This is an optimization exercise on Yosys and OpenROAD, whose aim is small area, not a production implementation.
Function was checked by simulation only, so behaviour that the tests miss may differ from the original.
Power is estimated from default activity; no workload was simulated.

## flow/design.v (module list and top-level ports; edited modules follow where they fit)
// module fa: 4 lines
// module mul3: 1596 lines
// module add32: 295 lines
// module multiple: 105 lines
module multiple(
 input iClk,
 input iReset_n,
 input iChipSelect_n,
 input iWrite_n,
 input iRead_n,
 input [3:0] iAddress,
 input [31:0] iData,
 output reg [31:0] oData
 );
  // ...
==> flow/run.sh <==
#!/bin/bash
# synth_recipe.tcl (not shown) runs the flow's synth.tcl, then flattens the netlist and writes it again
# the make line also repeats each setting of config.mk as NAME=value (left out here)
make -C /OpenROAD-flow-scripts/flow DESIGN_CONFIG=/design/flow/config.mk WORK_HOME=/design/flow/orfs CLKGATE_MAP_FILE= SYNTH_SCRIPT=/design/flow/synth_recipe.tcl finish
==> flow/config.mk <==
export PLATFORM = sky130hd
export DESIGN_NAME = multiple
export DESIGN_NICKNAME = multiple
export VERILOG_FILES = /design/flow/design.v
export SDC_FILE = /design/flow/constraint.sdc
export NUM_CORES = 4
export LEC_CHECK = 0
export CAP_MARGIN = 20
export CORE_MARGIN = 2
export CORE_UTILIZATION = 40
export CTS_CLUSTER_DIAMETER = 100
export CTS_CLUSTER_SIZE = 20
export SLEW_MARGIN = 20
export SYNTH_HIERARCHICAL = 1
==> flow/constraint.sdc <==
create_clock -name core_clock -period 9.0 [get_ports {iClk}]
set_input_delay 1.8000 -clock core_clock [delete_from_list [all_inputs] [get_ports {iClk}]]
set_output_delay 1.8000 -clock core_clock [all_outputs]
set_load 0.01 [all_outputs]
==> summary.txt, run 1 <==
status no timing/DRC/antenna violations; Port Buf Inserts 72; Overall Power 4.30 mW; Cell Rows 79; met2 wire length 23400 µm; Slew HR 0.340; multi-input logic area roughly 10000 µm²; Seq/total area 0.389; Post-synth EDFFs 173; clkbuf count 31; Worst EP required 9360 ps; Resized cells post-CTS 0; CP startpoint hd$_DFF_P_; Die W 221 µm; final setup violation count 0; Synth Instances between 1500 and 2000; ant diodes 0; post-synthesis simple-gate area fraction 0.0917; Tapcells between 600 and 700; post-detail-place hpwl 35400 µm; reg2reg path depth 26; M2 GR Usage 0.342; Largest stage delay, worst path around 440 ps; RePlAce Congestion ~0.83; synth cell count leaders nor2_1 (311), fa_1 (241), edfxtp_1 (173); fillers 4243; initial core utilization 0.406; Comb power frac 0.386
==> module add32, before the edit <==
module add32(
  input [31:0] x, input [31:0] y,
  output [31:0] s
);
wire s1;
wire c2;
wire s3;
wire c4;
wire s5;
wire c6;
wire s7;
wire c8;
wire s9;
wire c10;
wire s11;
wire c12;
wire s13;
wire c14;
wire s15;
wire c16;
wire s17;
wire c18;
wire s19;
wire c20;
wire s21;
wire c22;
wire s23;
wire c24;
wire g25;
wire p26;
wire g27;
wire p28;
wire g29;
wire p30;
wire g31;
wire p32;
wire g33;
wire p34;
wire g35;
wire p36;
wire g37;
wire p38;
wire g39;
wire p40;
wire g41;
wire p42;
wire g43;
wire p44;
wire g45;
wire p46;
wire g47;
wire p48;
wire g49;
wire p50;
wire g51;
wire p52;
wire g53;
wire p54;
wire g55;
wire p56;
wire g57;
wire p58;
wire g59;
wire p60;
wire g61;
wire p62;
wire g63;
wire p64;
wire G65;
wire P66;
wire G67;
wire P68;
wire G69;
wire P70;
wire G71;
wire P72;
wire G73;
wire P74;
wire G75;
wire P76;
wire G77;
wire P78;
wire G79;
wire P80;
wire G81;
wire P82;
wire G83;
wire P84;
wire G85;
wire P86;
wire G87;
wire P88;
wire G89;
wire P90;
wire G91;
wire P92;
wire G93;
wire P94;
wire G95;
wire P96;
wire G97;
wire P98;
wire G99;
wire P100;
wire G101;
wire P102;
wire G103;
wire P104;
wire G105;
wire P106;
wire G107;
wire P108;
wire G109;
wire P110;
wire G111;
wire P112;
wire G113;
wire P114;
wire G115;
wire P116;
wire G117;
wire P118;
wire G119;
wire P120;
wire G121;
wire P122;
wire G123;
wire P124;
wire G125;
wire P126;
wire G127;
wire P128;
wire G129;
wire P130;
wire r131;
wire r132;
wire r133;
wire r134;
wire r135;
wire r136;
wire r137;
wire r138;
wire r139;
wire r140;
wire r141;
wire r142;
wire r143;
wire r144;
wire r145;
wire r146;
wire r147;
wire r148;
wire r149;
wire r150;
assign s1 = x[0] ^ y[0];
assign c2 = x[0] & y[0];
fa u4 (.a(x[1]), .b(y[1]), .c(c2), .s(s3), .co(c4));
fa u6 (.a(x[2]), .b(y[2]), .c(c4), .s(s5), .co(c6));
fa u8 (.a(x[3]), .b(y[3]), .c(c6), .s(s7), .co(c8));
fa u10 (.a(x[4]), .b(y[4]), .c(c8), .s(s9), .co(c10));
fa u12 (.a(x[5]), .b(y[5]), .c(c10), .s(s11), .co(c12));
fa u14 (.a(x[6]), .b(y[6]), .c(c12), .s(s13), .co(c14));
fa u16 (.a(x[7]), .b(y[7]), .c(c14), .s(s15), .co(c16));
fa u18 (.a(x[8]), .b(y[8]), .c(c16), .s(s17), .co(c18));
fa u20 (.a(x[9]), .b(y[9]), .c(c18), .s(s19), .co(c20));
fa u22 (.a(x[10]), .b(y[10]), .c(c20), .s(s21), .co(c22));
fa u24 (.a(x[11]), .b(y[11]), .c(c22), .s(s23), .co(c24));
assign g25 = x[12] & y[12];
assign p26 = x[12] ^ y[12];
assign g27 = x[13] & y[13];
assign p28 = x[13] ^ y[13];
assign g29 = x[14] & y[14];
assign p30 = x[14] ^ y[14];
assign g31 = x[15] & y[15];
assign p32 = x[15] ^ y[15];
assign g33 = x[16] & y[16];
assign p34 = x[16] ^ y[16];
assign g35 = x[17] & y[17];
assign p36 = x[17] ^ y[17];
assign g37 = x[18] & y[18];
assign p38 = x[18] ^ y[18];
assign g39 = x[19] & y[19];
assign p40 = x[19] ^ y[19];
assign g41 = x[20] & y[20];
assign p42 = x[20] ^ y[20];
assign g43 = x[21] & y[21];
assign p44 = x[21] ^ y[21];
assign g45 = x[22] & y[22];
assign p46 = x[22] ^ y[22];
assign g47 = x[23] & y[23];
assign p48 = x[23] ^ y[23];
assign g49 = x[24] & y[24];
assign p50 = x[24] ^ y[24];
assign g51 = x[25] & y[25];
assign p52 = x[25] ^ y[25];
assign g53 = x[26] & y[26];
assign p54 = x[26] ^ y[26];
assign g55 = x[27] & y[27];
assign p56 = x[27] ^ y[27];
assign g57 = x[28] & y[28];
assign p58 = x[28] ^ y[28];
assign g59 = x[29] & y[29];
assign p60 = x[29] ^ y[29];
assign g61 = x[30] & y[30];
assign p62 = x[30] ^ y[30];
assign g63 = x[31] & y[31];
assign p64 = x[31] ^ y[31];
assign G65 = g25 | (p26 & c24);
assign P66 = p26 & 1'b0;
assign G67 = g29 | (p30 & g27);
assign P68 = p30 & p28;
assign G69 = g33 | (p34 & g31);
assign P70 = p34 & p32;
assign G71 = g37 | (p38 & g35);
assign P72 = p38 & p36;
assign G73 = g41 | (p42 & g39);
assign P74 = p42 & p40;
assign G75 = g45 | (p46 & g43);
assign P76 = p46 & p44;
assign G77 = g49 | (p50 & g47);
assign P78 = p50 & p48;
assign G79 = g53 | (p54 & g51);
assign P80 = p54 & p52;
assign G81 = g57 | (p58 & g55);
assign P82 = p58 & p56;
assign G83 = g61 | (p62 & g59);
assign P84 = p62 & p60;
assign G85 = G67 | (P68 & G65);
assign P86 = P68 & P66;
assign G87 = G71 | (P72 & G69);
assign P88 = P72 & P70;
assign G89 = G75 | (P76 & G73);
assign P90 = P76 & P74;
assign G91 = G79 | (P80 & G77);
assign P92 = P80 & P78;
assign G93 = G83 | (P84 & G81);
assign P94 = P84 & P82;
assign G95 = G87 | (P88 & G85);
assign P96 = P88 & P86;
assign G97 = G91 | (P92 & G89);
assign P98 = P92 & P90;
assign G99 = G97 | (P98 & G95);
assign P100 = P98 & P96;
assign G101 = G89 | (P90 & G95);
assign P102 = P90 & P96;
assign G103 = G93 | (P94 & G99);
assign P104 = P94 & P100;
assign G105 = G69 | (P70 & G85);
assign P106 = P70 & P86;
assign G107 = G73 | (P74 & G95);
assign P108 = P74 & P96;
assign G109 = G77 | (P78 & G101);
assign P110 = P78 & P102;
assign G111 = G81 | (P82 & G99);
assign P112 = P82 & P100;
assign G113 = g27 | (p28 & G65);
assign P114 = p28 & P66;
assign G115 = g31 | (p32 & G85);
assign P116 = p32 & P86;
assign G117 = g35 | (p36 & G105);
assign P118 = p36 & P106;
assign G119 = g39 | (p40 & G95);
assign P120 = p40 & P96;
assign G121 = g43 | (p44 & G107);
assign P122 = p44 & P108;
assign G123 = g47 | (p48 & G101);
assign P124 = p48 & P102;
assign G125 = g51 | (p52 & G109);
assign P126 = p52 & P110;
assign G127 = g55 | (p56 & G99);
assign P128 = p56 & P100;
assign G129 = g59 | (p60 & G111);
assign P130 = p60 & P112;
assign r131 = p26 ^ c24;
assign r132 = p28 ^ G65;
assign r133 = p30 ^ G113;
assign r134 = p32 ^ G85;
assign r135 = p34 ^ G115;
assign r136 = p36 ^ G105;
assign r137 = p38 ^ G117;
assign r138 = p40 ^ G95;
assign r139 = p42 ^ G119;
assign r140 = p44 ^ G107;
assign r141 = p46 ^ G121;
assign r142 = p48 ^ G101;
assign r143 = p50 ^ G123;
assign r144 = p52 ^ G109;
assign r145 = p54 ^ G125;
assign r146 = p56 ^ G99;
assign r147 = p58 ^ G127;
assign r148 = p60 ^ G111;
assign r149 = p62 ^ G129;
assign r150 = p64 ^ G103;
assign s = {r150, r149, r148, r147, r146, r145, r144, r143, r142, r141, r140, r139, r138, r137, r136, r135, r134, r133, r132, r131, s23, s21, s19, s17, s15, s13, s11, s9, s7, s5, s3, s1};
endmodule
==> inputs of run 2 (changes only) <==
--- a/flow/design.v
+++ b/flow/design.v
@@ -745,22 +745,22 @@
 wire s737;
 wire c738;
 wire s739;
 wire c740;
 wire s741;
 wire c742;
 wire s743;
 wire c744;
-wire g745;
-wire p746;
-wire g747;
-wire p748;
-wire g749;
-wire p750;
+wire s745;
+wire c746;
+wire s747;
+wire c748;
+wire s749;
+wire c750;
 wire g751;
 wire p752;
 wire g753;
 wire p754;
 wire g755;
 wire p756;
 wire g757;
 wire p758;
@@ -859,54 +859,37 @@
 wire G851;
 wire P852;
 wire G853;
 wire P854;
 wire G855;
 wire P856;
 wire G857;
 wire P858;
-wire G859;
-wire P860;
-wire G861;
-wire P862;
-wire G863;
-wire P864;
-wire G865;
-wire P866;
-wire G867;
-wire P868;
-wire G869;
-wire P870;
-wire G871;
-wire P872;
+wire r859;
+wire r860;
+wire r861;
+wire r862;
+wire r863;
+wire r864;
+wire r865;
+wire r866;
+wire r867;
+wire r868;
+wire r869;
+wire r870;
+wire r871;
+wire r872;
 wire r873;
 wire r874;
 wire r875;
 wire r876;
 wire r877;
 wire r878;
 wire r879;
-wire r880;
-wire r881;
-wire r882;
-wire r883;
-wire r884;
-wire r885;
-wire r886;
-wire r887;
-wire r888;
-wire r889;
-wire r890;
-wire r891;
-wire r892;
-wire r893;
-wire r894;
-wire r895;
-wire r896;
 assign pp1 = ~(nx[0] | ny[0]);
 assign pp2 = ~(nx[0] | ny[1]);
 assign pp3 = ~(nx[0] | ny[2]);
 assign pp4 = ~(nx[0] | ny[3]);
 assign pp5 = ~(nx[0] | ny[4]);
 assign pp6 = ~(nx[0] | ny[5]);
 assign pp7 = ~(nx[0] | ny[6]);
 assign pp8 = ~(nx[0] | ny[7]);
@@ -1437,22 +1420,19 @@
 fa u730 (.a(s639), .b(c686), .c(s687), .s(s729), .co(c730));
 fa u732 (.a(s643), .b(c688), .c(s689), .s(s731), .co(c732));
 fa u734 (.a(s647), .b(c690), .c(s691), .s(s733), .co(c734));
 fa u736 (.a(c648), .b(s693), .c(c692), .s(s735), .co(c736));
 fa u738 (.a(s655), .b(c694), .c(s695), .s(s737), .co(c738));
 fa u740 (.a(c656), .b(s697), .c(c696), .s(s739), .co(c740));
 fa u742 (.a(c658), .b(s699), .c(c698), .s(s741), .co(c742));
 fa u744 (.a(pp240), .b(pp255), .c(c700), .s(s743), .co(c744));
-assign g745 = s701 & s343;
-assign p746 = s701 ^ s343;
-assign g747 = s703 & c702;
-assign p748 = s703 ^ c702;
-assign g749 = s705 & c704;
-assign p750 = s705 ^ c704;
+fa u746 (.a(s701), .b(s343), .c(c362), .s(s745), .co(c746));
+fa u748 (.a(s703), .b(c702), .c(c746), .s(s747), .co(c748));
+fa u750 (.a(s705), .b(c704), .c(c748), .s(s749), .co(c750));
 assign g751 = s707 & c706;
 assign p752 = s707 ^ c706;
 assign g753 = s709 & c708;
 assign p754 = s709 ^ c708;
 assign g755 = s711 & c710;
 assign p756 = s711 ^ c710;
 assign g757 = s713 & c712;
 assign p758 = s713 ^ c712;
@@ -1483,123 +1463,106 @@
 assign g783 = s739 & c738;
 assign p784 = s739 ^ c738;
 assign g785 = s741 & c740;
 assign p786 = s741 ^ c740;
 assign g787 = s743 & c742;
 assign p788 = s743 ^ c742;
 assign g789 = pp256 & c744;
 assign p790 = pp256 ^ c744;
-assign G791 = g745 | (p746 & c362);
-assign P792 = p746 & 1'b0;
-assign G793 = g749 | (p750 & g747);
-assign P794 = p750 & p748;
-assign G795 = g753 | (p754 & g751);
-assign P796 = p754 & p752;
-assign G797 = g757 | (p758 & g755);
-assign P798 = p758 & p756;
-assign G799 = g761 | (p762 & g759);
-assign P800 = p762 & p760;
-assign G801 = g765 | (p766 & g763);
-assign P802 = p766 & p764;
-assign G803 = g769 | (p770 & g767);
-assign P804 = p770 & p768;
-assign G805 = g773 | (p774 & g771);
-assign P806 = p774 & p772;
-assign G807 = g777 | (p778 & g775);
-assign P808 = p778 & p776;
-assign G809 = g781 | (p782 & g779);
-assign P810 = p782 & p780;
-assign G811 = g785 | (p786 & g783);
-assign P812 = p786 & p784;
-assign G813 = g789 | (p790 & g787);
-assign P814 = p790 & p788;
-assign G815 = G793 | (P794 & G791);
-assign P816 = P794 & P792;
-assign G817 = G797 | (P798 & G795);
-assign P818 = P798 & P796;
-assign G819 = G801 | (P802 & G799);
-assign P820 = P802 & P800;
-assign G821 = G805 | (P806 & G803);
-assign P822 = P806 & P804;
-assign G823 = G809 | (P810 & G807);
-assign P824 = P810 & P808;
-assign G825 = G813 | (P814 & G811);
-assign P826 = P814 & P812;
-assign G827 = G817 | (P818 & G815);
-assign P828 = P818 & P816;
-assign G829 = G821 | (P822 & G819);
-assign P830 = P822 & P820;
-assign G831 = G825 | (P826 & G823);
-assign P832 = P826 & P824;
-assign G833 = G829 | (P830 & G827);
-assign P834 = P830 & P828;
-assign G835 = G831 | (P832 & G833);
-assign P836 = P832 & P834;
-assign G837 = G819 | (P820 & G827);
-assign P838 = P820 & P828;
-assign G839 = G823 | (P824 & G833);
-assign P840 = P824 & P834;
-assign G841 = G795 | (P796 & G815);
-assign P842 = P796 & P816;
-assign G843 = G799 | (P800 & G827);
-assign P844 = P800 & P828;
-assign G845 = G803 | (P804 & G837);
-assign P846 = P804 & P838;
-assign G847 = G807 | (P808 & G833);
-assign P848 = P808 & P834;
-assign G849 = G811 | (P812 & G839);
-assign P850 = P812 & P840;
-assign G851 = g747 | (p748 & G791);
-assign P852 = p748 & P792;
-assign G853 = g751 | (p752 & G815);
-assign P854 = p752 & P816;
-assign G855 = g755 | (p756 & G841);
-assign P856 = p756 & P842;
-assign G857 = g759 | (p760 & G827);
-assign P858 = p760 & P828;
-assign G859 = g763 | (p764 & G843);
-assign P860 = p764 & P844;
-assign G861 = g767 | (p768 & G837);
-assign P862 = p768 & P838;
-assign G863 = g771 | (p772 & G845);
-assign P864 = p772 & P846;
-assign G865 = g775 | (p776 & G833);
-assign P866 = p776 & P834;
-assign G867 = g779 | (p780 & G847);
-assign P868 = p780 & P848;
-assign G869 = g783 | (p784 & G839);
-assign P870 = p784 & P840;
-assign G871 = g787 | (p788 & G849);
-assign P872 = p788 & P850;
-assign r873 = p746 ^ c362;
-assign r874 = p748 ^ G791;
-assign r875 = p750 ^ G851;
-assign r876 = p752 ^ G815;
-assign r877 = p754 ^ G853;
-assign r878 = p756 ^ G841;
-assign r879 = p758 ^ G855;
-assign r880 = p760 ^ G827;
-assign r881 = p762 ^ G857;
-assign r882 = p764 ^ G843;
-assign r883 = p766 ^ G859;
-assign r884 = p768 ^ G837;
-assign r885 = p770 ^ G861;
-assign r886 = p772 ^ G845;
-assign r887 = p774 ^ G863;
-assign r888 = p776 ^ G833;
-assign r889 = p778 ^ G865;
-assign r890 = p780 ^ G847;
-assign r891 = p782 ^ G867;
-assign r892 = p784 ^ G839;
-assign r893 = p786 ^ G869;
-assign r894 = p788 ^ G849;
-assign r895 = p790 ^ G871;
-assign r896 = 1'b0 ^ G835;
-assign p16 = {r896, r895, r894, r893, r892, r891, r890, r889, r888, r887, r886, r885, r884, r883, r882, r881, r880, r879, r878, r877, r876, r875, r874, r873, s361, s359, s357, s355, s273, s271, s269, pp1};
+assign G791 = g751 | (p752 & c750);
+assign P792 = p752 & 1'b0;
+assign G793 = g755 | (p756 & g753);
+assign P794 = p756 & p754;
+assign G795 = g759 | (p760 & g757);
+assign P796 = p760 & p758;
+assign G797 = g763 | (p764 & g761);
+assign P798 = p764 & p762;
+assign G799 = g767 | (p768 & g765);
+assign P800 = p768 & p766;
+assign G801 = g771 | (p772 & g769);
+assign P802 = p772 & p770;
+assign G803 = g775 | (p776 & g773);
+assign P804 = p776 & p774;
+assign G805 = g779 | (p780 & g777);
+assign P806 = p780 & p778;
+assign G807 = g783 | (p784 & g781);
+assign P808 = p784 & p782;
+assign G809 = g787 | (p788 & g785);
+assign P810 = p788 & p786;
+assign G811 = G793 | (P794 & G791);
+assign P812 = P794 & P792;
+assign G813 = G797 | (P798 & G795);
+assign P814 = P798 & P796;
+assign G815 = G801 | (P802 & G799);
+assign P816 = P802 & P800;
+assign G817 = G805 | (P806 & G803);
+assign P818 = P806 & P804;
+assign G819 = G809 | (P810 & G807);
+assign P820 = P810 & P808;
+assign G821 = G813 | (P814 & G811);
+assign P822 = P814 & P812;
+assign G823 = G817 | (P818 & G815);
+assign P824 = P818 & P816;
+assign G825 = G823 | (P824 & G821);
+assign P826 = P824 & P822;
+assign G827 = G815 | (P816 & G821);
+assign P828 = P816 & P822;
+assign G829 = G819 | (P820 & G825);
+assign P830 = P820 & P826;
+assign G831 = G795 | (P796 & G811);
+assign P832 = P796 & P812;
+assign G833 = G799 | (P800 & G821);
+assign P834 = P800 & P822;
+assign G835 = G803 | (P804 & G827);
+assign P836 = P804 & P828;
+assign G837 = G807 | (P808 & G825);
+assign P838 = P808 & P826;
+assign G839 = g753 | (p754 & G791);
+assign P840 = p754 & P792;
+assign G841 = g757 | (p758 & G811);
+assign P842 = p758 & P812;
+assign G843 = g761 | (p762 & G831);
+assign P844 = p762 & P832;
+assign G845 = g765 | (p766 & G821);
+assign P846 = p766 & P822;
+assign G847 = g769 | (p770 & G833);
+assign P848 = p770 & P834;
+assign G849 = g773 | (p774 & G827);
+assign P850 = p774 & P828;
+assign G851 = g777 | (p778 & G835);
+assign P852 = p778 & P836;
+assign G853 = g781 | (p782 & G825);
+assign P854 = p782 & P826;
+assign G855 = g785 | (p786 & G837);
+assign P856 = p786 & P838;
+assign G857 = g789 | (p790 & G829);
+assign P858 = p790 & P830;
+assign r859 = p752 ^ c750;
+assign r860 = p754 ^ G791;
+assign r861 = p756 ^ G839;
+assign r862 = p758 ^ G811;
+assign r863 = p760 ^ G841;
+assign r864 = p762 ^ G831;
+assign r865 = p764 ^ G843;
+assign r866 = p766 ^ G821;
+assign r867 = p768 ^ G845;
+assign r868 = p770 ^ G833;
+assign r869 = p772 ^ G847;
+assign r870 = p774 ^ G827;
+assign r871 = p776 ^ G849;
+assign r872 = p778 ^ G835;
+assign r873 = p780 ^ G851;
+assign r874 = p782 ^ G825;
+assign r875 = p784 ^ G853;
+assign r876 = p786 ^ G837;
+assign r877 = p788 ^ G855;
+assign r878 = p790 ^ G829;
+assign r879 = 1'b0 ^ G857;
+assign p16 = {r879, r878, r877, r876, r875, r874, r873, r872, r871, r870, r869, r868, r867, r866, r865, r864, r863, r862, r861, r860, r859, s749, s747, s745, s361, s359, s357, s355, s273, s271, s269, pp1};
 assign p8h = {r406, r405, r404, r403, r402, r401, r400, r399};
 assign p4h = {c280, s279, s277, s275};
 endmodule
 module add32(
   input [31:0] x, input [31:0] y,
   output [31:0] s
 );
 wire s1;
@@ -1621,18 +1584,18 @@
 wire s17;
 wire c18;
 wire s19;
 wire c20;
 wire s21;
 wire c22;
 wire s23;
 wire c24;
-wire g25;
-wire p26;
+wire s25;
+wire c26;
 wire g27;
 wire p28;
 wire g29;
 wire p30;
 wire g31;
 wire p32;
 wire g33;
 wire p34;
@@ -1721,57 +1684,49 @@
 wire G117;
 wire P118;
 wire G119;
 wire P120;
 wire G121;
 wire P122;
 wire G123;
 wire P124;
-wire G125;
-wire P126;
-wire G127;
-wire P128;
-wire G129;
-wire P130;
+wire r125;
+wire r126;
+wire r127;
+wire r128;
+wire r129;
+wire r130;
 wire r131;
 wire r132;
 wire r133;
 wire r134;
 wire r135;
 wire r136;
 wire r137;
 wire r138;
 wire r139;
 wire r140;
 wire r141;
 wire r142;
 wire r143;
-wire r144;
-wire r145;
-wire r146;
-wire r147;
-wire r148;
-wire r149;
-wire r150;
 assign s1 = x[0] ^ y[0];
 assign c2 = x[0] & y[0];
 fa u4 (.a(x[1]), .b(y[1]), .c(c2), .s(s3), .co(c4));
 fa u6 (.a(x[2]), .b(y[2]), .c(c4), .s(s5), .co(c6));
 fa u8 (.a(x[3]), .b(y[3]), .c(c6), .s(s7), .co(c8));
 fa u10 (.a(x[4]), .b(y[4]), .c(c8), .s(s9), .co(c10));
 fa u12 (.a(x[5]), .b(y[5]), .c(c10), .s(s11), .co(c12));
 fa u14 (.a(x[6]), .b(y[6]), .c(c12), .s(s13), .co(c14));
 fa u16 (.a(x[7]), .b(y[7]), .c(c14), .s(s15), .co(c16));
 fa u18 (.a(x[8]), .b(y[8]), .c(c16), .s(s17), .co(c18));
 fa u20 (.a(x[9]), .b(y[9]), .c(c18), .s(s19), .co(c20));
 fa u22 (.a(x[10]), .b(y[10]), .c(c20), .s(s21), .co(c22));
 fa u24 (.a(x[11]), .b(y[11]), .c(c22), .s(s23), .co(c24));
-assign g25 = x[12] & y[12];
-assign p26 = x[12] ^ y[12];
+fa u26 (.a(x[12]), .b(y[12]), .c(c24), .s(s25), .co(c26));
 assign g27 = x[13] & y[13];
 assign p28 = x[13] ^ y[13];
 assign g29 = x[14] & y[14];
 assign p30 = x[14] ^ y[14];
 assign g31 = x[15] & y[15];
 assign p32 = x[15] ^ y[15];
 assign g33 = x[16] & y[16];
 assign p34 = x[16] ^ y[16];
@@ -1800,103 +1755,96 @@
 assign g57 = x[28] & y[28];
 assign p58 = x[28] ^ y[28];
 assign g59 = x[29] & y[29];
 assign p60 = x[29] ^ y[29];
 assign g61 = x[30] & y[30];
 assign p62 = x[30] ^ y[30];
 assign g63 = x[31] & y[31];
 assign p64 = x[31] ^ y[31];
-assign G65 = g25 | (p26 & c24);
-assign P66 = p26 & 1'b0;
-assign G67 = g29 | (p30 & g27);
-assign P68 = p30 & p28;
-assign G69 = g33 | (p34 & g31);
-assign P70 = p34 & p32;
-assign G71 = g37 | (p38 & g35);
-assign P72 = p38 & p36;
-assign G73 = g41 | (p42 & g39);
-assign P74 = p42 & p40;
-assign G75 = g45 | (p46 & g43);
-assign P76 = p46 & p44;
-assign G77 = g49 | (p50 & g47);
-assign P78 = p50 & p48;
-assign G79 = g53 | (p54 & g51);
-assign P80 = p54 & p52;
-assign G81 = g57 | (p58 & g55);
-assign P82 = p58 & p56;
-assign G83 = g61 | (p62 & g59);
-assign P84 = p62 & p60;
-assign G85 = G67 | (P68 & G65);
-assign P86 = P68 & P66;
-assign G87 = G71 | (P72 & G69);
-assign P88 = P72 & P70;
-assign G89 = G75 | (P76 & G73);
-assign P90 = P76 & P74;
-assign G91 = G79 | (P80 & G77);
-assign P92 = P80 & P78;
-assign G93 = G83 | (P84 & G81);
-assign P94 = P84 & P82;
-assign G95 = G87 | (P88 & G85);
-assign P96 = P88 & P86;
-assign G97 = G91 | (P92 & G89);
-assign P98 = P92 & P90;
-assign G99 = G97 | (P98 & G95);
-assign P100 = P98 & P96;
-assign G101 = G89 | (P90 & G95);
-assign P102 = P90 & P96;
-assign G103 = G93 | (P94 & G99);
-assign P104 = P94 & P100;
-assign G105 = G69 | (P70 & G85);
-assign P106 = P70 & P86;
-assign G107 = G73 | (P74 & G95);
-assign P108 = P74 & P96;
-assign G109 = G77 | (P78 & G101);
-assign P110 = P78 & P102;
-assign G111 = G81 | (P82 & G99);
-assign P112 = P82 & P100;
-assign G113 = g27 | (p28 & G65);
-assign P114 = p28 & P66;
-assign G115 = g31 | (p32 & G85);
-assign P116 = p32 & P86;
-assign G117 = g35 | (p36 & G105);
-assign P118 = p36 & P106;
-assign G119 = g39 | (p40 & G95);
-assign P120 = p40 & P96;
-assign G121 = g43 | (p44 & G107);
-assign P122 = p44 & P108;
-assign G123 = g47 | (p48 & G101);
-assign P124 = p48 & P102;
-assign G125 = g51 | (p52 & G109);
-assign P126 = p52 & P110;
-assign G127 = g55 | (p56 & G99);
-assign P128 = p56 & P100;
-assign G129 = g59 | (p60 & G111);
-assign P130 = p60 & P112;
-assign r131 = p26 ^ c24;
-assign r132 = p28 ^ G65;
-assign r133 = p30 ^ G113;
-assign r134 = p32 ^ G85;
-assign r135 = p34 ^ G115;
-assign r136 = p36 ^ G105;
-assign r137 = p38 ^ G117;
-assign r138 = p40 ^ G95;
-assign r139 = p42 ^ G119;
-assign r140 = p44 ^ G107;
-assign r141 = p46 ^ G121;
-assign r142 = p48 ^ G101;
-assign r143 = p50 ^ G123;
-assign r144 = p52 ^ G109;
-assign r145 = p54 ^ G125;
-assign r146 = p56 ^ G99;
-assign r147 = p58 ^ G127;
-assign r148 = p60 ^ G111;
-assign r149 = p62 ^ G129;
-assign r150 = p64 ^ G103;
-assign s = {r150, r149, r148, r147, r146, r145, r144, r143, r142, r141, r140, r139, r138, r137, r136, r135, r134, r133, r132, r131, s23, s21, s19, s17, s15, s13, s11, s9, s7, s5, s3, s1};
+assign G65 = g27 | (p28 & c26);
+assign P66 = p28 & 1'b0;
+assign G67 = g31 | (p32 & g29);
+assign P68 = p32 & p30;
+assign G69 = g35 | (p36 & g33);
+assign P70 = p36 & p34;
+assign G71 = g39 | (p40 & g37);
+assign P72 = p40 & p38;
+assign G73 = g43 | (p44 & g41);
+assign P74 = p44 & p42;
+assign G75 = g47 | (p48 & g45);
+assign P76 = p48 & p46;
+assign G77 = g51 | (p52 & g49);
+assign P78 = p52 & p50;
+assign G79 = g55 | (p56 & g53);
+assign P80 = p56 & p54;
+assign G81 = g59 | (p60 & g57);
+assign P82 = p60 & p58;
+assign G83 = G67 | (P68 & G65);
+assign P84 = P68 & P66;
+assign G85 = G71 | (P72 & G69);
+assign P86 = P72 & P70;
+assign G87 = G75 | (P76 & G73);
+assign P88 = P76 & P74;
+assign G89 = G79 | (P80 & G77);
+assign P90 = P80 & P78;
+assign G91 = G85 | (P86 & G83);
+assign P92 = P86 & P84;
+assign G93 = G89 | (P90 & G87);
+assign P94 = P90 & P88;
+assign G95 = G93 | (P94 & G91);
+assign P96 = P94 & P92;
+assign G97 = G87 | (P88 & G91);
+assign P98 = P88 & P92;
+assign G99 = G69 | (P70 & G83);
+assign P100 = P70 & P84;
+assign G101 = G73 | (P74 & G91);
+assign P102 = P74 & P92;
+assign G103 = G77 | (P78 & G97);
+assign P104 = P78 & P98;
+assign G105 = G81 | (P82 & G95);
+assign P106 = P82 & P96;
+assign G107 = g29 | (p30 & G65);
+assign P108 = p30 & P66;
+assign G109 = g33 | (p34 & G83);
+assign P110 = p34 & P84;
+assign G111 = g37 | (p38 & G99);
+assign P112 = p38 & P100;
+assign G113 = g41 | (p42 & G91);
+assign P114 = p42 & P92;
+assign G115 = g45 | (p46 & G101);
+assign P116 = p46 & P102;
+assign G117 = g49 | (p50 & G97);
+assign P118 = p50 & P98;
+assign G119 = g53 | (p54 & G103);
+assign P120 = p54 & P104;
+assign G121 = g57 | (p58 & G95);
+assign P122 = p58 & P96;
+assign G123 = g61 | (p62 & G105);
+assign P124 = p62 & P106;
+assign r125 = p28 ^ c26;
+assign r126 = p30 ^ G65;
+assign r127 = p32 ^ G107;
+assign r128 = p34 ^ G83;
+assign r129 = p36 ^ G109;
+assign r130 = p38 ^ G99;
+assign r131 = p40 ^ G111;
+assign r132 = p42 ^ G91;
+assign r133 = p44 ^ G113;
+assign r134 = p46 ^ G101;
+assign r135 = p48 ^ G115;
+assign r136 = p50 ^ G97;
+assign r137 = p52 ^ G117;
+assign r138 = p54 ^ G103;
+assign r139 = p56 ^ G119;
+assign r140 = p58 ^ G95;
+assign r141 = p60 ^ G121;
+assign r142 = p62 ^ G105;
+assign r143 = p64 ^ G123;
+assign s = {r143, r142, r141, r140, r139, r138, r137, r136, r135, r134, r133, r132, r131, r130, r129, r128, r127, r126, r125, s25, s23, s21, s19, s17, s15, s13, s11, s9, s7, s5, s3, s1};
 endmodule
 module multiple(
  input iClk,
  input iReset_n,
  input iChipSelect_n,
  input iWrite_n,
  input iRead_n,
  input [3:0] iAddress,
==> flow/config.mk (replaced) <==
export PLATFORM = sky130hd
export DESIGN_NAME = multiple
export DESIGN_NICKNAME = multiple
export VERILOG_FILES = /design/flow/design.v
export SDC_FILE = /design/flow/constraint.sdc
export NUM_CORES = 4
export LEC_CHECK = 0
export CAP_MARGIN = 20
export CORE_MARGIN = 2
export CORE_UTILIZATION = 40
export CTS_CLUSTER_DIAMETER = 120
export CTS_CLUSTER_SIZE = 26
export SLEW_MARGIN = 20
export SYNTH_HIERARCHICAL = 1
==> summary.txt, run 2 <==
status no timing/DRC/antenna violations; DP Area 19600 µm²; most frequent cells in the layout nor2_1 (306), fa_1 (244), edfxtp_1 (173); slowest cell on the critical path dfstp_2; skew final 27.5 ps; Cell Rows 79 (unchanged); post-route insts no fill 2081; post-synthesis cell type count 61; biggest area consumer among synthesized cells edfxtp_1; CTS root buffer clkbuf_16; Crit path arrival time 8640 ps; Synth Net Count 1849; maximum clock path buffer count 3; CTS tree built; setup repair after global routing missed its margin no; worst setup margin between 700 and 800 ps; synth cell count leaders nor2_1 (310), fa_1 (244), edfxtp_1 (173); worst min-delay path class flip-flop to flip-flop; post-placement cell count 2055; RePlAce Congestion 0.880 (+5.5%); CP dominant cell by count fa_1; setup TNS 0 ps; Overall Power 4.15 mW (-3.5%); crit end category flip-flop; Area contributors post-synth edfxtp_1 (28%), fa_1 (26%), dfxtp_1 (8.8%), nor2_1 (6.2%), dfrtp_1 (4.8%); Layout area overhead 6.90%; top routing layer in use met5; largest net degree at the start of global routing 45; Hold Startpoint l16[12]$_DFF_P_; Ys Warns 7; Synth Instances 1505 (-0.73%); Place WS 705 ps; clock sinks a little under 300; reg2reg setup slack 800 ps; prevailing post-synth register cell edfxtp_1; post-detail-place hpwl 35000 µm (-1.0%); Final Max Tran Viols 0; via-per-instance ratio between 5 and 6; cts hold-fix bufs 0; reg-to-reg startpoint zo$_DFF_PN1_; Initial DRC Count 916; GRT Overall Usage 0.202; top cell type's share of synthesized area 0.277; register bit total from synthesis about 300; final period demand of the worst path 8200 ps; FFs w/ async S/R, synth 0.141; initial core utilization 0.404 (-0.00245); most common cell in the synthesized netlist nor2_1; R2R Path End oData[31]$_DFFE_PN0P_; Reg clk slew, reported paths 100 ps; Largest stage delay, worst path 580 ps (+140 ps); hold path endpoint o16[12]$_DFFE_PP_; final hold slack 421 ps; VDD IR max 0.000195 V; period utilisation layout 0.911; Hold Crit Depth 0; die height approximately 220 µm; design area 20000 µm²; startpoint class of the critical path flip-flop; final hold viol count 0; register area share after synthesis 0.421; Worst EP required 9440 ps (+80 ps); Post-synth EDFFs 173 (unchanged); # DRC 0; initial antenna violation count 2; setup bufs post-CTS 0; routed wire length 47000 µm; nets 1809; ant diodes 0 (unchanged); vias in the first global route around 12000; metal3 WL 2400 µm; core area 46500 µm²; fraction of layout cells with a size suffix above 1 0.0685; max-cap viol count 0; antenna-violating nets left 0; Syn Area/Cell between 10 and 15 µm²; Worst-Skew Late Latency approximately 500 ps; first-pass GRT wire length 73400 µm; CTS H-tree lvls 1; Max FO, Critical Path 20; DIE AREA slightly below 50000 µm²; WS Path Type flip-flop to flip-flop; wire length per cell 22.6 µm; met1 wire length 19200 µm; Die W 221 µm (-0.40%); final setup violation count 0 (unchanged); commonest non-fill, non-tap cell in the layout nor2_1; Leakage Power 8.05 nW; total grt overflow 0; I/O pins 73; reg2reg path depth 25 (-3.8%); Worst-Margin Slew ~1100 ps; Slew HR 0.231 (-0.109); Resized cells post-CTS 0 (unchanged); Mapped Area 18800 µm²; TritonCTS Buffers 15; utilization after layout 0.431; Vias 11349; met2 wire length 23700 µm (+1.0%); DRT Pass-1 Iters 6; PD cells just over 200 nW/µm²; Max Fclk between 100 and 150 MHz; Port Buf Inserts 72 (unchanged)
## run 2: changes by cell type after synthesis, moves of 4 or more
cell / change
inv_1: +10
a21o_1: -6
ha_1: -6
xor2_1: -5
o21ai_0: +4
o21ai_1: -4
## run 2: final cells by class
| class | instances | area (µm²) |
|---|---|---|
| inverter | 50 | 188 |
| clock inverter | 2 | 25.0 |
| sequential | 297 | 7900 |
| timing repair buffer | 120 | 1080 |
| tap | 607 | 759 |
| multi-input combinational | 981 | 9690 |
| clock buffer | 24 | 409 |
| fill | 4341 | 26400 |
## run 2: critical path: cells and delay by family, from the launching register on
family          cells  cell delay (ps)
simple gates        2              250
xor+xnor            2              340
buf+inv             1              210
compound gates      6             1240
flops               1              580
fa+ha+maj          14             5520
## run 2: worst max path at each step
stage | start | endpoint | slack [ps] | cells past startpoint
final | zo$_DFF_PN1_ | oData[31]$_DFFE_PN0P_ | 800 | 25
after global routing | hd$_DFF_P_ | oData[31]$_DFFE_PN0P_ | 360 | 25
after global placement | zo$_DFF_PN1_ | oData[31]$_DFFE_PN0P_ | 880 | 25
after detailed placement | zo$_DFF_PN1_ | oData[31]$_DFFE_PN0P_ | 710 | 25
after floorplan | zo$_DFF_PN1_ | oData[31]$_DFFE_PN0P_ | 1140 | 27
after CTS | zo$_DFF_PN1_ | oData[31]$_DFFE_PN0P_ | 760 | 25
## run 2: cells by family after synthesis
logic type / count (synthesis) / share of synthesized area
simple gates: 405 / 0.0942
fa+ha+maj: 303 / 0.300
flops: 297 / 0.421
mux: 61 / 0.0328
xor+xnor: 23 / 0.0107
compound gates: 189 / 0.0757
buf+inv: 227 / 0.0656
## run 2: modules after synthesis, one instance, submodules excluded
module    times used  cells  cell area [µm²]  flip-flops and latches
multiple           1    665            10500                     297
add32              1    116              982                       0
mul3               1    505             2840                       0
fa               219      1             20.0                       0
## run 2: routing by layer
metal / track usage / up-vias
met5: 0 / -
met4: 0.0620 / 4
met3: 0.0282 / 81
met2: 0.353 / 338
met1: 0.260 / 5942
li1: - / 4984
## run 2: power by group
group | total [mW] | internal [mW] | switching [mW]
combinational | 1.59 | 0.702 | 0.888
clock | 0.752 | 0.324 | 0.428
sequential | 1.81 | 1.69 | 0.120
total | 4.15 | 2.71 | 1.44
==> inputs of run 3 (changes only) <==
==> flow/flow/run.sh (new file) <==
#!/bin/bash
# The standard layout, with the input and output port buffers made of the
# smallest buffer cell (every port still gets its own buffer).
set -euo pipefail
export BUFFER_PORTS_ARGS="-buffer_cell sky130_fd_sc_hd__buf_1"
bash standard.sh > standard_flow.log 2>&1
==> flow/standard.sh (new file) <==
#!/bin/bash
# synth_recipe.tcl (not shown) runs the flow's synth.tcl, then flattens the netlist and writes it again
# the make line also repeats each setting of config.mk as NAME=value (left out here)
make -C /OpenROAD-flow-scripts/flow DESIGN_CONFIG=/design/flow/config.mk WORK_HOME=/design/flow/orfs CLKGATE_MAP_FILE= SYNTH_SCRIPT=/design/flow/synth_recipe.tcl "${@:-finish}"
removed: flow/run.sh
==> summary.txt, run 3 <==
Hold Startpoint l16[14]$_DFF_P_; Clk pwr share 0.180 (about the same); top cell type's share of synthesized area 0.277 (unchanged); VDD IR max 0.000191 V (-2.3%); WS Path Type flip-flop to flip-flop; Mapped Area 18800 µm² (unchanged); vias in the first global route 12418 (+1.7%); reg-to-reg startpoint zo$_DFF_PN1_; Worst-Margin Slew 1110 ps (-37.8 ps); max-cap viol count 0 (unchanged); Sw Pwr 1.44 mW (+0.21%); Max FO, Critical Path 5 (-75%); Area contributors post-synth edfxtp_1 (28%), fa_1 (26%), dfxtp_1 (8.8%), nor2_1 (6.2%), dfrtp_1 (4.8%); setup repair after global routing missed its margin no; # DRC 0 (unchanged); final period demand of the worst path 8270 ps (+66.9 ps); period utilisation layout 0.919 (+0.00744); cts hold-fix bufs 0 (unchanged); GRT Overall Usage 0.203 (+0.00130); most common cell in the synthesized netlist nor2_1; share of power burned in registers 0.440 (+0.005); RePlAce Congestion 0.870 (-1.2%); ant diodes 0 (unchanged); status no timing/DRC/antenna violations; Max Fclk 121 MHz (-0.81%); TritonCTS Buffers 15 (unchanged); biggest area consumer among synthesized cells edfxtp_1; final setup violation count 0 (unchanged); initial antenna violation count 5 (+3); most frequent cells in the layout nor2_1 (306), fa_1 (244), edfxtp_1 (173); Syn Area/Cell 12.5 µm² (unchanged); post-synthesis cell type count 61 (unchanged); Die W 221 µm (unchanged); worst min-delay path class flip-flop to flip-flop; CTS H-tree lvls 1 (unchanged); reg2reg setup slack 730 ps (-70 ps); maximum clock path buffer count 3 (unchanged); Worst-Skew Late Latency 500 ps (about the same); Reg clk slew, reported paths 100 ps (about the same); FFs w/ async S/R, synth 0.141 (unchanged); Comb power frac 0.380 (-0.003); core area 46500 µm² (unchanged); Vias 11419 (+0.62%); I/O pins 73 (unchanged); Hold Crit Depth 0 (unchanged); Sw Share 0.351 (+0.00474); first-pass GRT wire length 73800 µm (+0.55%); Synth Instances 1505 (unchanged); DP Area 19200 µm² (-2.3%); Port Buf Inserts 72 (unchanged); total grt overflow 0 (unchanged); Cell Rows 79 (unchanged); R2R Path End oData[31]$_DFFE_PN0P_; skew final 18.3 ps (-9.18 ps); CTS tree built; fraction of layout cells with a size suffix above 1 0.0673 (-0.00127); reg2reg path depth 25 (unchanged); setup TNS 0 ps (unchanged); utilization after layout 0.422 (-0.00991); via-per-instance ratio 5.49 (+0.71%); CTS root buffer clkbuf_16; routed wire length 47400 µm (+0.82%); Leakage Power 7.84 nW (-2.6%); post-detail-place hpwl 35500 µm (+1.5%); clock sinks 297 (unchanged); register bit total from synthesis 297 (unchanged); commonest non-fill, non-tap cell in the layout nor2_1; Resized cells post-CTS 0 (unchanged); final hold viol count 0 (unchanged); hold path endpoint o16[14]$_DFFE_PP_; design area 19600 µm² (-2.3%); worst setup margin 733 ps (-66.9 ps); Slew HR 0.260 (+0.0293); wire length per cell 22.8 µm (+0.91%); antenna-violating nets left 0 (unchanged); Crit path arrival time 8680 ps (+40 ps); Ys Warns 7 (unchanged); Internal 2.66 mW (-1.9%); nets 1808 (-0.055%); startpoint class of the critical path flip-flop; Final Max Tran Viols 0 (unchanged); setup bufs post-CTS 0 (unchanged); Initial DRC Count 1040 (+14%); register area share after synthesis 0.421 (unchanged); die height 221 µm (unchanged); crit end category flip-flop; Worst EP required 9420 ps (-20 ps); post-placement cell count 2054 (-0.049%); post-route insts no fill 2079 (-0.096%); largest net degree at the start of global routing 43 (-4.4%); final hold slack 436 ps (+15.2 ps); synth cell count leaders nor2_1 (310), fa_1 (244), edfxtp_1 (173); DRT Pass-1 Iters 7 (+1); PD cells 209 nW/µm² (+1.2%); prevailing post-synth register cell edfxtp_1; Layout area overhead 4.44%; Synth Net Count 1849 (unchanged); Post-synth EDFFs 173 (unchanged); Overall Power 4.10 mW (-1.1%); DIE AREA 48600 µm² (unchanged); Place WS 701 ps (-4.15 ps); initial core utilization 0.404 (unchanged)
==> run 3: cell counts after synthesis <==
No cell type changed its count.
==> run 3: cells by family after synthesis <==
logic type,count (synthesis),share of synthesized area
compound gates,189,0.0757
xor+xnor,23,0.0107
fa+ha+maj,303,0.300
buf+inv,227,0.0656
flops,297,0.421
mux,61,0.0328
simple gates,405,0.0942
==> run 3: worst max-delay path, cell delays in order, from the launching register on <==
cell	delay [ps]
dfstp_2	580
nor2_1	90
and2_1	180
ha_1	210
fa_1	390
fa_1	410
fa_1	410
fa_1	390
fa_1	390
fa_1	380
fa_1	390
fa_1	390
fa_1	390
fa_1	390
fa_1	400
fa_1	390
fa_1	430
a211oi_2	300
o211ai_2	160
a31oi_1	280
a32oi_1	170
fa_1	410
xnor2_1	150
xnor2_1	200
a22oi_1	120
a31oi_1	220
==> run 3: layer usage <==
layer | global-route usage | vias up | wire length [µm]
met5 | 0 | - | 27
met4 | 0.0611 | 4 | 1590
met3 | 0.0373 | 78 | 3230
met2 | 0.352 | 408 | 23700
met1 | 0.260 | 5955 | 18800
li1 | - | 4974 | -
==> run 3: power groups by stage <==
| stage | Combinational [mW] | Clock (mW) | Sequential, mW |
|---|---|---|---|
| global placement | 1.54 | 0 | 1.83 |
| finish | 1.56 | 0.739 | 1.81 |
| CTS | 1.57 | 0.756 | 1.81 |
| detailed placement | 1.56 | 0 | 1.84 |
| floorplan | 1.49 | 0 | 1.79 |
| global route | 1.75 | 0.803 | 1.83 |
==> run 3: modules after synthesis, one instance, submodules excluded <==
module,cells,copies in the design
fa,1,219
add32,116,1
mul3,505,1
multiple,665,1
==> run 3: area by class of cell <==
type                    instances  area [µm²]
multi-input cells             981        9690
clock buffers                  24         409
inverters                      50         188
well taps                     607         759
repair buffers                119         624
clock inverters                 1        16.3
flip-flops and latches        297        7900
fillers                      4368       26900
==> run 3: worst max-delay path by stage <==
stage / startpoint / endpoint / depth (start not counted)
CTS: zo$_DFF_PN1_ / oData[31]$_DFFE_PN0P_ / 25
finish: zo$_DFF_PN1_ / oData[31]$_DFFE_PN0P_ / 25
floorplan: zo$_DFF_PN1_ / oData[31]$_DFFE_PN0P_ / 27
global route: hd$_DFF_P_ / oData[31]$_DFFE_PN0P_ / 25
global placement: zo$_DFF_PN1_ / oData[31]$_DFFE_PN0P_ / 25
detailed placement: zo$_DFF_PN1_ / oData[31]$_DFFE_PN0P_ / 25

-- port drivers added, routing unchanged --
How much do the figures lean on ideal ports? The routed layouts below were timed once more, with nothing changed but the port constraints.
Step 1 sets driving cells, clkbuf_16 on the clock port and buf_2 on the other inputs (assumed; they add their load-dependent delay and slew).
Step 2 times the ports against the registers' clock, not the clock port: input delays grow and output delays shrink by t, the midpoint of the rising clock arrivals with the driver on.
Slacks: ideal ports / drivers / drivers and shift; pairs: ideal ports / drivers.
| run | shift t [ns] | slack for setup (ns) | worst hold slack (ns) | clock arrival spread, ns | worst data-port slew with drivers (ns) |
|---|---|---|---|---|---|
| run 1 | 0.555 | 1.057 / 1.057 / 1.057 | 0.425 / 0.425 / 0.425 | 0.019 / 0.019 | 0.06 |
| run 2 | 0.549 | 0.800 / 0.800 / 0.800 | 0.421 / 0.421 / 0.421 | 0.028 / 0.028 | 0.13 |
| run 3 | 0.542 | 0.733 / 0.733 / 0.733 | 0.436 / 0.436 / 0.436 | 0.019 / 0.019 | 0.12 |
After both steps every run listed still meets setup and hold.
